This is an optimization exercise on Yosys and OpenROAD, whose aim is small area, not a production implementation.
Only simulation tests tie the RTL to the original design; equivalence was not proved.
Power and IR drop assume default switching activity.

[design/flow/design.v]
`default_nettype none
module main(clk, buttons, init_cells, leds, rgb, cols, rows);
input wire clk;
input wire [1:0] buttons;
input wire [63:0] init_cells;
output logic [1:0] leds;
output logic [2:0] rgb;
output logic [7:0] cols;
output logic [7:0] rows;
logic [63:0] cells;
logic [7:0] game_lo;       
logic game_hi;             
logic [2:0] display_counter;
logic [2:0] x;
logic [2:0] todo;          
logic [7:0] first_old;     
logic [7:0] prev_old;      
logic rst, load, step, adv;
always_comb begin
  rst = buttons[0];
  load = buttons[0] | buttons[1];
  step = game_hi;
  adv = display_counter[2];
end
always_comb begin
  leds[0] = buttons[0] ^ buttons[1];
  leds[1] = buttons[0] & buttons[1];
  rgb[0] = ~( buttons[0] & ~buttons[1]);
  rgb[1] = ~(~buttons[0] &  buttons[1]);
  rgb[2] = ~( buttons[0] &  buttons[1]);
end
logic [2:0] t;
logic [7:0] dt;
logic [7:0] w0, w1, w2;
integer j;
always_comb begin
  t = x + {2'd0, adv};
  dt = 8'd1 << t;
  w0 = 8'd0; w1 = 8'd0; w2 = 8'd0;
  for (j = 0; j < 8; j = j + 1) begin
    w0 = w0 | ({8{dt[(j+1)%8]}} & cells[8*j +: 8]);
    w1 = w1 | ({8{dt[j]}} & cells[8*j +: 8]);
    if (j > 0) w2 = w2 | ({8{dt[j-1]}} & cells[8*j +: 8]);
  end
  rows = ~(adv ? w0 : w1);
  cols = 8'd1 << x;
end
logic [7:0] above, below, center, next_row;
logic [7:0] u0, u1;      
logic [9:0] v0, v1;      
logic l0, lc, hs, hc;
logic [3:0] tot, nb;
integer k;
always_comb begin
  center = w1;
  if (dt[0]) above = 8'd0;
  else if (step) above = w0;
  else above = prev_old;
  if (!step && (todo == 3'd1) && !dt[7]) below = first_old;
  else below = w2;
  v0[0] = 1'b0; v1[0] = 1'b0; v0[9] = 1'b0; v1[9] = 1'b0;
  for (k = 0; k < 8; k = k + 1) begin
    u0[k] = above[k] ^ below[k];
    u1[k] = above[k] & below[k];
    v0[k+1] = u0[k] ^ center[k];
    v1[k+1] = u1[k] | (u0[k] & center[k]);
  end
  for (k = 0; k < 8; k = k + 1) begin
    l0 = v0[k] ^ v0[k+2] ^ u0[k];
    lc = (v0[k] & v0[k+2]) | (u0[k] & (v0[k] ^ v0[k+2]));
    hs = v1[k] ^ v1[k+2] ^ u1[k];
    hc = (v1[k] & v1[k+2]) | (u1[k] & (v1[k] ^ v1[k+2]));
    next_row[k] = ~hc & (hs ^ lc) & (l0 | center[k]);
  end
end
logic [7:0] game_lo_next;
logic game_lo_last;
always_comb begin
  game_lo_next = {game_lo[6:0], game_lo[7] ^ game_lo[5] ^ game_lo[4] ^ game_lo[3] ^ (game_lo[6:0] == 7'd0)};
  game_lo_last = (game_lo == 8'h80);
end
logic upd;
logic [7:0] we, hold;
always_comb begin
  upd = ~load & (step | (adv & (todo != 3'd0)));
  we = dt & {8{upd}};
  hold = ~we & {8{~load}};
end
always_ff @(posedge clk) begin
  if (rst) begin
    game_lo <= 8'd0;
    game_hi <= 1'b0;
    display_counter <= 3'd0;
    x <= 3'd0;
  end else begin
    game_lo <= step ? 8'd0 : game_lo_next;
    game_hi <= ~step & game_lo_last;
    display_counter <= adv ? 3'd0 : display_counter + 3'd1;
    x <= t;
  end
  for (int y = 0; y < 8; y++)
    cells[8*y +: 8] <= (init_cells[8*y +: 8] & {8{load}}) | (next_row & {8{we[y]}})
                     | (cells[8*y +: 8] & {8{hold[y]}});
  if (load) todo <= 3'd0;
  else if (step) todo <= 3'd7;
  else if (adv && (todo != 3'd0)) todo <= todo - 3'd1;
  if (step) first_old <= w1;
  if (step | adv) prev_old <= w1;
end
endmodule
`default_nettype wire
[design/flow/flow/run.sh]
#!/bin/bash
# Layout flow: the standard flow (standard.sh), with these changes:
#  - synthesis maps the logic with the area-oriented ABC script in
#    flow/abc_area.script instead of ORFS's speed script (the registers are
#    mapped before ABC runs, so they are the standard synthesis's);
#  - synthesis leaves the adders to ABC (no full/half-adder cell extraction);
#  - the port buffers are sky130_fd_sc_hd__buf_1 cells;
#  - clock tree synthesis adds no dummy loads.
# Each step's full output goes to a log file in the work folder.
set -euo pipefail
W=$PWD
cat > "$W/area_synth.tcl" <<EOF
proc abc {args} {
  set i [lsearch -exact \$args -script]
  if {\$i >= 0} { set args [lreplace \$args \$i [expr {\$i + 1}] -script $W/flow/abc_area.script] }
  yosys abc {*}\$args
}
source $W/synth_recipe.tcl
EOF
sed "s#SYNTH_SCRIPT=[^ ]*#SYNTH_SCRIPT=$W/area_synth.tcl#" standard.sh > area_standard.sh
grep -q "SYNTH_SCRIPT=$W/area_synth.tcl" area_standard.sh
export ADDER_MAP_FILE=
export CTS_ARGS="-sink_clustering_enable -repair_clock_nets -dont_use_dummy_load -buf_list sky130_fd_sc_hd__clkbuf_8 -sink_clustering_levels 1 -sink_clustering_size 25 -sink_clustering_max_diameter 500"
export BUFFER_PORTS_ARGS="-buffer_cell sky130_fd_sc_hd__buf_1"
bash area_standard.sh synth > "$W/synth.log" 2>&1
bash area_standard.sh > "$W/layout.log" 2>&1
test -f out/final.def
[design/flow/flow/abc_area.script]
strash
dc2
dc2
dch -f
map -a
strash
dch -f
map -a
topo
[design/flow/standard.sh]
#!/bin/bash
# synth_recipe.tcl (not shown) runs the flow's synth.tcl, then flattens the netlist and writes it again
# the make line also repeats each setting of config.mk as NAME=value (left out here)
make -C /OpenROAD-flow-scripts/flow DESIGN_CONFIG=/design/flow/config.mk WORK_HOME=/design/flow/orfs CLKGATE_MAP_FILE= SYNTH_SCRIPT=/design/flow/synth_recipe.tcl "${@:-finish}"
[design/flow/config.mk]
export PLATFORM = sky130hd
export DESIGN_NAME = main
export DESIGN_NICKNAME = main
export VERILOG_FILES = /design/flow/design.v
export SDC_FILE = /design/flow/constraint.sdc
export NUM_CORES = 4
export LEC_CHECK = 0
export CAP_MARGIN = 5
export CORE_MARGIN = 2
export CORE_UTILIZATION = 40
export CTS_BUF_LIST = sky130_fd_sc_hd__clkbuf_8
export GPL_TIMING_DRIVEN = 0
export PLACE_DENSITY = 0.6
export SLEW_MARGIN = 5
[design/flow/constraint.sdc]
create_clock -name core_clock -period 7.0 [get_ports {clk}]
set_input_delay 1.4000 -clock core_clock [delete_from_list [all_inputs] [get_ports {clk}]]
set_output_delay 1.4000 -clock core_clock [all_outputs]
set_load 0.01 [all_outputs]
==> impl_summary.log, run 1 <==
[metrics] transition at the pin with the smallest max-transition slack: 1.04 ns
[metrics] register-to-register setup slack: 0.68 ns
[metrics] number of fill cells: 1355
[metrics] internal power contribution: 848 uW
[metrics] remaining global-route overflow: 0
[metrics] cell count after synthesis: 721
[metrics] vias per inst: 5.94
[metrics] post-DR wirelength/cell: 19.1 um
[metrics] class of the tightest hold or removal check: register to register
[metrics] Detailed Place HPWL: 14.7 mm
[metrics] combined flip-flop and latch cell area: 0.00212 sq mm
[metrics] endpoint of the most critical register-to-register path: cells[60]
[metrics] Worst path slowest cell: sky130_fd_sc_hd__o221ai_1
[metrics] Setup-failing EPs final: 0
[metrics] buffers plus inverters on the worst setup path: 3
[metrics] Critical Path RT: 7.22 ns
[metrics] dominant cells by area after synthesis: sky130_fd_sc_hd__dfxtp_1, sky130_fd_sc_hd__a22oi_1, sky130_fd_sc_hd__edfxtp_1
[metrics] Arrival @ worst endpoint: 6.54 ns
[metrics] share of total power consumed by net switching: 35.5%
[metrics] port bufs: 87
[metrics] reported net switching power: 466 uW
[metrics] number of diodes: 0
[metrics] Synthesized Nets: 788
[metrics] power share of the sequential group: 49.3%
[metrics] die area: 0.0145 sq mm
[metrics] Resized cells post-CTS: 0
[metrics] leading area contributor after synthesis: sky130_fd_sc_hd__dfxtp_1
[metrics] first-pass GRT wire length: 29.7 mm
[metrics] Max stage delay on crit path: 0.77 ns
[metrics] Most Frequent Cell on Critical Path: sky130_fd_sc_hd__nand2_1
[metrics] initial core utilization: 40.8%
[metrics] DIE WIDTH: 120 um
[metrics] final worst-path setup slack: 0.684 ns
[metrics] combinational cell fraction of total power: 28.4%
[metrics] worst slack at placement: 0.191 ns
[metrics] H-tree lvl count: 3
[metrics] TritonCTS buffer count: 9
[metrics] first-pass iteration count of the detailed router: 5
[metrics] total number of yosys warnings: 1
[metrics] initial antenna violation count: 0
[metrics] Unique masters post-synth: 30
[metrics] Final min period: 6.32 ns
[metrics] global placement routability congestion: 0.930
[metrics] Worst Path Class, Setup: register to register
[metrics] top_reg_cell synth: sky130_fd_sc_hd__dfxtp_1
[metrics] clock latency on the worst-skew pair: 0.38 ns
[metrics] final period utilization: 90.2%
[metrics] number of synthesized flops with an enable pin: 16
[metrics] crit path launch type: register
[metrics] clk slew on worst S/H paths: 0.08 ns
[metrics] Clk Tree Root Cell: sky130_fd_sc_hd__clkbuf_8
[metrics] maximum number of pins on one net before global-route repair: 47
[metrics] maximum clock path buffer count: 2
[metrics] power consumption: 1310 uW
[metrics] per-instance average area after synthesis: 7.50 sq um
[metrics] endpoint of the worst hold-timing path: game_lo[7]
[metrics] I/O pin count: 88
[metrics] iteration-0 DRC count of the detailed router: 608
[metrics] FF+latch count, synth: 98
[metrics] Seq/Total Area, Yosys: 39.2%
[metrics] placed cells: 990
[metrics] leakage power: 0.00216 uW
[metrics] global-route total usage across every layer: 26.6%
[metrics] Post-CTS Setup Repair Bufs: 0
[metrics] final WL: 19.1 mm
[metrics] launch instance of the worst min-delay path: game_lo[6]
[metrics] chip height: 120 um
[metrics] worst-path maximum fanout: 17
[metrics] number of rows in the core area: 42
[metrics] top post-synthesis cells by count: sky130_fd_sc_hd__clkinv_1, sky130_fd_sc_hd__a22oi_1, sky130_fd_sc_hd__o21ai_0
[metrics] most instantiated library cell after synthesis: sky130_fd_sc_hd__clkinv_1
[metrics] Max IR drop VDD: 0.178 mV
[metrics] cell chain of the critical path: clkinv_1, nor2_1, nand2_1, nand2_1, nand2_1, nor2_2, clkinv_1, o221ai_1, a2111oi_0, a21oi_1, o21ai_0, or2_2, nand2_1, nand2_1, nand2_1, clkinv_1, nand2_1, nand2_1, o31ai_1, nor2_1, o221ai_1, o21ai_0
[metrics] timing-limited maximum frequency: 158 MHz
[metrics] # clock sinks: 98
[metrics] Post-route DRC: 0
[metrics] Top Family by Delay on Critical Path: simple AND/OR/NAND/NOR gates
[metrics] Synth-to-Final Area Change: 14.3%
[metrics] proportion of power drawn by the clock network: 22.3%
[metrics] Post-Route Hold Slack: 0.427 ns
[metrics] post-layout utilization of the core: 46.7%
[metrics] final count of pins violating max slew: 0
[metrics] core outline area: 0.0132 sq mm
[metrics] critical path launch point: display_counter[2]
[metrics] final number of hold-violating endpoints: 0
[metrics] layout cell share with drive strength beyond 1: 3.28%
[metrics] area of the multi-input gates: 0.00292 sq mm
[metrics] number of violations of the max-capacitance limit: 0
[metrics] Worst Hold Path Cells: 2
[metrics] reg-to-reg critical path startpoint: display_counter[2]
[metrics] total number of nets in the final design: 892
[metrics] status: timing/DRC/antenna clean
[metrics] Synth top area share: 30.3%
[metrics] worst slew margin relative to its limit: 28.9%
[metrics] setup repair after global routing missed its margin: false
[metrics] total via count after detailed routing: 5933
[metrics] Critical Path End Type: register
[metrics] count of hold-fix buffers inserted at cts: 0
[metrics] cell area power density: 212 mW/mm^2
[metrics] TritonCTS clock tree: done
[metrics] share of synthesized registers carrying an async set or reset: 0%
[metrics] depth of the worst register-to-register path: 22
[metrics] final cell count without fillers: 999
[metrics] cell area after technology mapping: 0.00541 sq mm
[metrics] Fin Clk Skew: 0.0189 ns
[metrics] antenna-violating nets left: 0
[metrics] number of global-route vias before repair: 5623
[routing by layer]
metal	vias to the layer above	GRT usage, %	part of all wire [%]
met5	-	0	0
met4	0	12.3	3.6
met3	45	5.19	6.9
met2	287	43.7	46
met1	2771	33.9	43
li1	2830	-	-
[worst min-delay path, stage by stage (launching register included)]
cell and delay [ns]:
sky130_fd_sc_hd__dfxtp_1 0.32, sky130_fd_sc_hd__clkinv_1 0.04, sky130_fd_sc_hd__nor2_1 0.03
[per-stage QoR]
step	instance area, sq um	TNS, ns
3_5_place_dp	6060	0
3_3_place_gp	5960	-6.24
6_report	6180	0
4_1_cts	6180	0
2_1_floorplan	5410	0
5_1_grt	6180	0
[power groups by stage]
stage | clock network, uW | logic [uW] | registers, uW
floorplan | 0 | 248 | 646
global placement | 0 | 357 | 658
detailed placement | 0 | 370 | 658
CTS | 301 | 372 | 646
global route | 318 | 410 | 651
finish | 292 | 373 | 647
[sequential cells by signal, indices dropped and copies added (netlist names)]
register         flops
cells               64
first_old            8
game_lo              8
prev_old             8
display_counter      3
todo                 3
x                    3
game_hi              1
[cell usage in the layout (no fill, tap or decap), drive strengths merged]
| master | instances |
|---|---|
| nor3 | 15 |
| nand4 | 2 |
| a221oi | 9 |
| o221ai | 11 |
| clkbuf | 9 |
| a21oi | 26 |
| nand3 | 12 |
| nor3b | 1 |
| o2111ai | 2 |
| nand2 | 92 |
| xnor2 | 9 |
| nor2 | 87 |
| xor2 | 13 |
| o32ai | 2 |
| a211oi | 1 |
| o211a | 1 |
| o2bb2ai | 1 |
| clkinv | 105 |
| or2 | 4 |
| a311oi | 1 |
| maj3 | 2 |
| nor4 | 1 |
| dfxtp | 82 |
| a32o | 1 |
| o22ai | 20 |
| a22oi | 95 |
| a2111oi | 6 |
| o31ai | 1 |
| buf | 93 |
| o21ai | 94 |
| edfxtp | 16 |
| o211ai | 9 |
[worst max path at each step]
stage,to,slack [ns],cells past startpoint
finish,cells[60],0.68,22
global route,cells[60],0.16,22
CTS,cells[60],0.15,22
detailed placement,cells[36],0.19,22
global placement,cells[4],-0.55,24
floorplan,cells[12],2.10,23
[cell type report]
cell class              instances  area share, %
repair buffers                 93           6.45
multi-input cells             518           47.3
well taps                     176           3.56
flip-flops and latches         98           34.3
clock buffers                   9           2.00
inverters                     105           6.39
[cell families (layout without fill, tap and decap cells)]
| family | Yosys count | count (layout) | synth area share (%) |
|---|---|---|---|
| AO/OA/AOI/OAI | 280 | 280 | 33.7 |
| AND/OR/NAND/NOR | 214 | 214 | 15.9 |
| buffers and inverters | 105 | 207 | 7.29 |
| flip-flops | 98 | 98 | 39.2 |
| XOR/XNOR | 22 | 22 | 3.56 |
| adder cells (fa/ha/maj) | 2 | 2 | 0.370 |
==> inputs of run 2 (changes only) <==
--- a/design/flow/flow/run.sh
+++ b/design/flow/flow/run.sh
@@ -20,7 +20,7 @@
 sed "s#SYNTH_SCRIPT=[^ ]*#SYNTH_SCRIPT=$W/area_synth.tcl#" standard.sh > area_standard.sh
 grep -q "SYNTH_SCRIPT=$W/area_synth.tcl" area_standard.sh
 export ADDER_MAP_FILE=
-export CTS_ARGS="-sink_clustering_enable -repair_clock_nets -dont_use_dummy_load -buf_list sky130_fd_sc_hd__clkbuf_8 -sink_clustering_levels 1 -sink_clustering_size 25 -sink_clustering_max_diameter 500"
+export CTS_ARGS="-sink_clustering_enable -repair_clock_nets -dont_use_dummy_load -buf_list \"sky130_fd_sc_hd__clkbuf_4 sky130_fd_sc_hd__clkbuf_8\""
 export BUFFER_PORTS_ARGS="-buffer_cell sky130_fd_sc_hd__buf_1"
 bash area_standard.sh synth > "$W/synth.log" 2>&1
 bash area_standard.sh > "$W/layout.log" 2>&1
==> impl_summary.log, run 2 <==
[metrics] status: timing/DRC/antenna clean
[metrics] register ranked first by flip-flop count: cells
[metrics] number of fill cells: 1355
[metrics] core outline area: 0.0132 sq mm
[metrics] total number of nets in the final design: 892
[metrics] layout cell share with drive strength beyond 1: 3.28%
[metrics] synthesized-area fraction occupied by xor and xnor cells: 3.56%
[metrics] instance area after placement: 0.00606 sq mm
[metrics] vias per inst: 5.94
[metrics] Synth-to-Final Area Change: 14.3%
[metrics] initial core utilization: 40.8%
[metrics] final period utilization: 90.2%
[metrics] Worst Path Class, Setup: register to register
[metrics] number of rows in the core area: 42
[metrics] global-route total usage across every layer: 26.6%
[metrics] cell count after synthesis: 721
[metrics] count of hold-fix buffers inserted at cts: 0
[metrics] TritonCTS clock tree: done
[metrics] Most Frequent Cell on Critical Path: sky130_fd_sc_hd__nand2_1
[metrics] most instantiated library cell after synthesis: sky130_fd_sc_hd__clkinv_1
[metrics] clock latency on the worst-skew pair: 0.38 ns
[metrics] Synth top area share: 30.3%
[metrics] global placement routability congestion: 0.930
[metrics] DIE WIDTH: 120 um
[metrics] combinational family with the most area after synthesis: compound AO/OA/AOI/OAI gates
[metrics] # clock sinks: 98
[metrics] Critical Path End Type: register
[metrics] Unique masters post-synth: 30
[metrics] Clk Tree Root Cell: sky130_fd_sc_hd__clkbuf_8
[metrics] post-synthesis compound-gate area fraction: 33.7%
[metrics] clk slew on worst S/H paths: 0.08 ns
[metrics] initial antenna violation count: 0
[metrics] number of diodes: 0
[metrics] first-pass iteration count of the detailed router: 5
[metrics] area fraction in and, or, nand and nor cells after synthesis: 15.9%
[metrics] TritonCTS buffer count: 9
[metrics] per-instance average area after synthesis: 7.50 sq um
[metrics] final WL: 19.1 mm
[metrics] buffers plus inverters on the worst setup path: 3
[metrics] combined flip-flop and latch cell area: 0.00212 sq mm
[metrics] port bufs: 87
[metrics] Final min period: 6.32 ns
[metrics] share of synthesized registers carrying an async set or reset: 0%
[metrics] DR WL met2: 8.76 mm
[metrics] Seq/Total Area, Yosys: 39.2%
[metrics] final number of hold-violating endpoints: 0
[metrics] timing-limited maximum frequency: 158 MHz
[metrics] most common library cell in the layout ignoring fill and taps: sky130_fd_sc_hd__clkinv_1
[metrics] cell chain of the critical path: clkinv_1, nor2_1, nand2_1, nand2_1, nand2_1, nor2_2, clkinv_1, o221ai_1, a2111oi_0, a21oi_1, o21ai_0, or2_2, nand2_1, nand2_1, nand2_1, clkinv_1, nand2_1, nand2_1, o31ai_1, nor2_1, o221ai_1, o21ai_0
[metrics] Post-route DRC: 0
[metrics] FF+latch count, synth: 98
[metrics] leading area contributor after synthesis: sky130_fd_sc_hd__dfxtp_1
[metrics] routed length on met1: 8.29 mm
[metrics] Max IR drop VDD: 0.178 mV
[metrics] Post-Route Hold Slack: 0.427 ns
[metrics] max reg flops: 64
[metrics] power consumption: 1310 uW
[metrics] transition at the pin with the smallest max-transition slack: 1.04 ns
[metrics] number of violations of the max-capacitance limit: 0
[metrics] detailed-routed wire length on met3: 1.32 mm
[metrics] first-pass GRT wire length: 29.7 mm
[metrics] total number of yosys warnings: 1
[metrics] die area: 0.0145 sq mm
[metrics] Resized cells post-CTS: 0
[metrics] class of the tightest hold or removal check: register to register
[metrics] leading cell types in the layout, fill and taps excluded: sky130_fd_sc_hd__clkinv_1, sky130_fd_sc_hd__a22oi_1, sky130_fd_sc_hd__o21ai_0
[metrics] post-DR wirelength/cell: 19.1 um
[metrics] Detailed Place HPWL: 14.7 mm
[metrics] iteration-0 DRC count of the detailed router: 608
[metrics] uppermost signal routing layer after detailed routing: met4
[metrics] adder-cell share of the synthesized area: 0.370%
[metrics] dominant cells by area after synthesis: sky130_fd_sc_hd__dfxtp_1, sky130_fd_sc_hd__a22oi_1, sky130_fd_sc_hd__edfxtp_1
[metrics] area of the multi-input gates: 0.00292 sq mm
[metrics] cell area power density: 212 mW/mm^2
[metrics] maximum clock path buffer count: 2
[metrics] Max stage delay on crit path: 0.77 ns
[metrics] Post-CTS Setup Repair Bufs: 0
[metrics] Setup-failing EPs final: 0
[metrics] maximum number of pins on one net before global-route repair: 47
[metrics] number of synthesized flops with an enable pin: 16
[metrics] number of global-route vias before repair: 5623
[metrics] antenna-violating nets left: 0
[metrics] worst slew margin relative to its limit: 28.9%
[metrics] top_reg_cell synth: sky130_fd_sc_hd__dfxtp_1
[metrics] Critical Path RT: 7.22 ns
[metrics] remaining global-route overflow: 0
[metrics] Fin Clk Skew: 0.0189 ns
[metrics] worst-path maximum fanout: 17
[metrics] Worst path slowest cell: sky130_fd_sc_hd__o221ai_1
[metrics] summed area of non-filler cells in the final layout: 0.00618 sq mm
[metrics] crit path launch type: register
[metrics] total via count after detailed routing: 5933
[metrics] top post-synthesis cells by count: sky130_fd_sc_hd__clkinv_1, sky130_fd_sc_hd__a22oi_1, sky130_fd_sc_hd__o21ai_0
[metrics] setup repair after global routing missed its margin: false
[metrics] Arrival @ worst endpoint: 6.54 ns
[metrics] Top Family by Delay on Critical Path: simple AND/OR/NAND/NOR gates
[metrics] H-tree lvl count: 3
[metrics] chip height: 120 um
[metrics] placed cells: 990
[metrics] leakage power: 0.00216 uW
[metrics] final count of pins violating max slew: 0
[metrics] I/O pin count: 88
[metrics] final cell count without fillers: 999
[metrics] Synthesized Nets: 788
[metrics] cell area after technology mapping: 0.00541 sq mm
[metrics] multiplexer share of the synthesized area: 0%
run 2: cell counts in the layout (fill, tap and decap cells not counted):
Identical to the previous run, type by type.
run 2: tightest hold or removal path: stages (launching register included):
cell,delay [ns]
sky130_fd_sc_hd__dfxtp_1,0.32
sky130_fd_sc_hd__clkinv_1,0.04
sky130_fd_sc_hd__nor2_1,0.03
run 2: through the flow:
step	setup slack, ns	setup TNS (ns)	util (%)
after floorplan	2.10	0	-
after global placement	-0.547	-6.24	45.0
after detailed placement	0.191	0	45.7
after CTS	0.147	0	46.7
after global routing	0.155	0	46.7
final	0.684	0	46.7
run 2: cells by family after synthesis:
group / count (synthesis)
XOR/XNOR: 22
adder cells (fa/ha/maj): 2
AO/OA/AOI/OAI: 280
buffers and inverters: 105
AND/OR/NAND/NOR: 214
flip-flops: 98
run 2: worst paths after layout:
path,start,to,slack (ns),cells after the start
min reg2reg,game_lo[6],game_lo[7],0.43,2
max reg2reg,display_counter[2],cells[60],0.68,22
min,game_lo[6],game_lo[7],0.43,2
max,display_counter[2],cells[60],0.68,22
run 2: per-layer routing:
metal,GRT usage (%),up-vias
met5,0,-
met4,12.3,0
met3,5.19,45
met2,43.7,287
met1,33.9,2771
li1,-,2830
run 2: layout make-up:
| type | instances | area share, % |
|---|---|---|
| repair buffers | 93 | 6.45 |
| multi-input cells | 518 | 47.3 |
| flip-flops and latches | 98 | 34.3 |
| clock buffers | 9 | 2.00 |
| inverters | 105 | 6.39 |
| well taps | 176 | 3.56 |
run 2: power breakdown:
part / switching [uW] / total, uW / leakage (uW) / internal [uW]
Combinational: 253 / 373 / 0.00127 / 121
Clock: 177 / 292 / 0.0000647 / 115
Sequential: 36.0 / 647 / 0.000831 / 611

## port drivers added, routing unchanged
The flow's constraints put no driver on any port. The routed layouts listed below were extracted and timed again, unchanged, in two steps.
Step 1, drivers: a clkbuf_16 drives clk and a buf_2 each remaining input, both assumed.
Step 2 times the ports against the registers' clock, not the clock port: input delays grow and output delays shrink by t, the midpoint of the rising clock arrivals with the driver on.
a / b / c = no drivers / after step 1 / after step 2; a / b = the first two.
run	t (ns)	slack for setup (ns)	worst hold slack (ns)	worst setup path after step 2	cell pins on the clock port's net
run 1	0.409	0.684 / 0.684 / 0.684	0.427 / 0.427 / 0.427	register to register	1
run 2	0.409	0.684 / 0.684 / 0.684	0.427 / 0.427 / 0.427	register to register	1
After both steps every run listed still meets setup and hold.
